Source: an optimization exercise on an open RTL-to-GDS flow (aim: small area, a short achievable clock period and few clock cycles). Production flows keep margins and buffers that such runs may drop.
Function was checked by simulation only, so behaviour that the tests miss may differ from the original.
Power figures rest on the tool's default switching activity, not on a simulated workload.

## demosaic
module demosaic(clk, reset, in_en, data_in, wr_r, addr_r, wdata_r, rdata_r, wr_g, addr_g, wdata_g, rdata_g, wr_b, addr_b, wdata_b, rdata_b, done);
input clk;
input reset;
input in_en;
input [7:0] data_in;
output reg wr_r;
output reg [13:0] addr_r;
output reg [7:0] wdata_r;
input [7:0] rdata_r;
output reg wr_g;
output reg [13:0] addr_g;
output reg [7:0] wdata_g;
input [7:0] rdata_g;
output reg wr_b;
output reg [13:0] addr_b;
output reg [7:0] wdata_b;
input [7:0] rdata_b;
output reg done;
localparam M_STREAM = 2'd0, M_LAST = 2'd1, M_INIT = 2'd2, M_POST = 2'd3;
reg [1:0] mode;
reg [13:0] pos;
reg [5:0] s;      
reg [5:0] c6;     
reg pre;          
reg [1:0] ph;     
reg [7:0] te_a, te_b, de_a, de_b, ue, mo_p, mo_q, uo, to_p, to_q, do_, me_a, me_b;
wire [6:0] x = pos[13:7];
wire [6:0] y = pos[6:0];
wire is_r = ~x[0] &  y[0];
wire is_b =  x[0] & ~y[0];
wire is_g = ~(is_r | is_b);
wire [6:0] ym2 = y - 7'd2;
wire [6:0] xb  = x[0] ? x - 7'd2 : x + 7'd2;
wire [13:0] s_addr_r = {is_g ? xb : x, is_r ? y : ym2};
wire [13:0] s_addr_g = {is_b ? xb : x, is_g ? y : ym2};
wire [13:0] s_addr_b = {is_r ? xb : x, is_b ? y : ym2};
wire last = (c6 == 6'd63) & ~pre;
reg [5:0] n_s, n_c6;
reg n_pre, n_fin;
reg [1:0] n_ph;
always @(*) begin
    n_s = s; n_c6 = c6; n_pre = pre; n_ph = ph; n_fin = 1'b0;
    if (mode == M_INIT) begin
        n_s = 6'd0; n_c6 = 6'd63; n_pre = 1'b1; n_ph = 2'd0;
    end else begin
        case (ph)
            2'd0: n_ph = 2'd1;
            2'd1: if (last) begin
                      n_fin = (s == 6'd62);
                      n_s = s + 6'd1; n_c6 = 6'd63; n_pre = 1'b1; n_ph = 2'd0;
                  end else n_ph = 2'd2;
            default: begin n_ph = 2'd0; n_pre = 1'b0; n_c6 = c6 + 6'd1; end
        endcase
    end
end
wire n_last = (n_c6 == 6'd63) & ~n_pre;
wire [6:0] rT  = {n_s, 1'b1};
  ...
Size: ~1,000 cells after synthesis, roughly 210 flip-flops, roughly 0.011 mm² of cells after synthesis.
make LEC_CHECK=0 CAP_MARGIN=20 CORE_MARGIN=2 CORE_UTILIZATION=40 SLEW_MARGIN=20 finish   # period 5.5 ns
run.sh (not shown) runs the stock make flow with config.mk's settings and CLKGATE_MAP_FILE= SYNTH_SCRIPT=/design/flow/synth_recipe.tcl, a recipe that flattens the netlist after the stock synthesis.
Testbench counts at the start, summed over its fixed seeds: cycles 457,760.
Then changed:
- ABC_CLOCK_PERIOD_IN_PS: default -> 2500
- SETUP_SLACK_MARGIN: default -> 3
Effect: The new run finished with timing, DRC and antenna clean. Via count went up by 9.9%. First-iteration DRC count went up by 27%. Routed wire length went up by 14%. Setup slack is better by 850 ps. Final area went up by 16%. Hold slack is worse by 7.7 ps. Combinational power went up by 37%.

========
Another version of the RTL of demosaic (not shown whole).
For scale: about 1100 cells after synthesis, roughly 110 I/O pins, roughly 0.010 sq mm of cells after synthesis.
==> flow/config.mk <==
export PLATFORM = sky130hd
export DESIGN_NAME = demosaic
export DESIGN_NICKNAME = demosaic
export VERILOG_FILES = /design/flow/design.v
export SDC_FILE = /design/flow/constraint.sdc
export NUM_CORES = 4
export LEC_CHECK = 0
export CAP_MARGIN = 0
export CORE_MARGIN = 2
export CORE_UTILIZATION = 40
export CTS_BUF_LIST = sky130_fd_sc_hd__clkbuf_8
export SETUP_SLACK_MARGIN = 3
export SLEW_MARGIN = 0
==> flow/constraint.sdc <==
create_clock -name core_clock -period 5.5 [get_ports {clk}]
set_input_delay 1.1000 -clock core_clock [delete_from_list [all_inputs] [get_ports {clk}]]
set_output_delay 1.1000 -clock core_clock [all_outputs]
set_load 0.01 [all_outputs]
standard.sh (not shown) runs the stock make flow with config.mk's settings and CLKGATE_MAP_FILE= SYNTH_SCRIPT=/design/flow/synth_recipe.tcl, a recipe that flattens the netlist after the stock synthesis.
==> flow/flow/run.sh <==
#!/bin/bash
# Standard layout, but with small port buffers instead of the delay-cell
# default that buffer_ports picks.
cp standard.sh standard_sh_copy.log
export BUFFER_PORTS_ARGS="-buffer_cell sky130_fd_sc_hd__buf_1"
bash standard.sh > standard.log 2>&1
Testbench counts at the start, summed over its fixed seeds: cycles 457,744.
Edit:
- ABC_CLOCK_PERIOD_IN_PS: not set -> 3500
- CAP_MARGIN: 0 -> 20
- SLEW_MARGIN: 0 -> 20
The changed run produced a clean layout. Die area is unchanged. Setup slack stays the same. Core utilization is unchanged. Power does not change. Fmax stays the same. Cell area stays the same. Wire length stays the same. Clock power barely changes. Critical path depth stays the same. Combinational power hardly moves.
Edit:
- ABC_CLOCK_PERIOD_IN_PS: 3500 -> 2500
- CTS_CLUSTER_DIAMETER: not set -> 80
- CTS_CLUSTER_SIZE: not set -> 20
=> Worst setup slack is unchanged; cell area stays the same; area after synthesis does not change; die area stays the same; global-route usage is unchanged; routed wire length is unchanged; via count stays the same; critical path depth does not change; register-to-register slack stays flat.
Edit:
- CORE_UTILIZATION: 40 -> 60
- CTS_CLUSTER_DIAMETER: 80 -> not set
- CTS_CLUSTER_SIZE: 20 -> not set
Effect:
- The new run ran to the end with no violations
- worst hold slack gets better by 0.012 ns
- routed wire length went down by 6.0%
- non-clock buffer count went down by 5
- cell count went down by 7.5%
- design area went down by 2.3%
- via count went up by 0.32%

-- what the ideal ports hide --
No port has a modelled driver above. Below, the same layouts with a new extraction and two added sets of constraints. Step 1, drivers: a clkbuf_16 drives clk and a buf_2 each remaining input, both assumed. Step 2 moves the port delays by t, midway between the first and last clock arrival at a register: inputs arrive t later, outputs are due t later. That takes back most of the time a late clock gives input paths. Three values: no drivers, after step 1, after step 2; two values: the first two.
run	shift t [ns]	setup slack, ns	worst setup path after step 2	latest minus earliest clock arrival (ns)	worst data-port slew with drivers (ns)
the first run of note 1	0.566	0.442 / 0.442 / 0.442	register to register	0.011 / 0.010	0.05
the second run of note 1	0.571	1.294 / 1.294 / 0.960	input to register	0.026 / 0.026	0.04
the first run of note 2	0.520	3.031 / 3.045 / 2.525	input to register	0.025 / 0.025	0.06
the second run of note 2	0.520	3.031 / 3.045 / 2.525	input to register	0.025 / 0.025	0.06
the third run of note 2	0.520	3.031 / 3.045 / 2.525	input to register	0.025 / 0.025	0.06
the fourth run of note 2	0.516	3.018 / 3.018 / 2.524	input to register	0.015 / 0.015	0.04
After both steps every run listed still meets setup and hold.
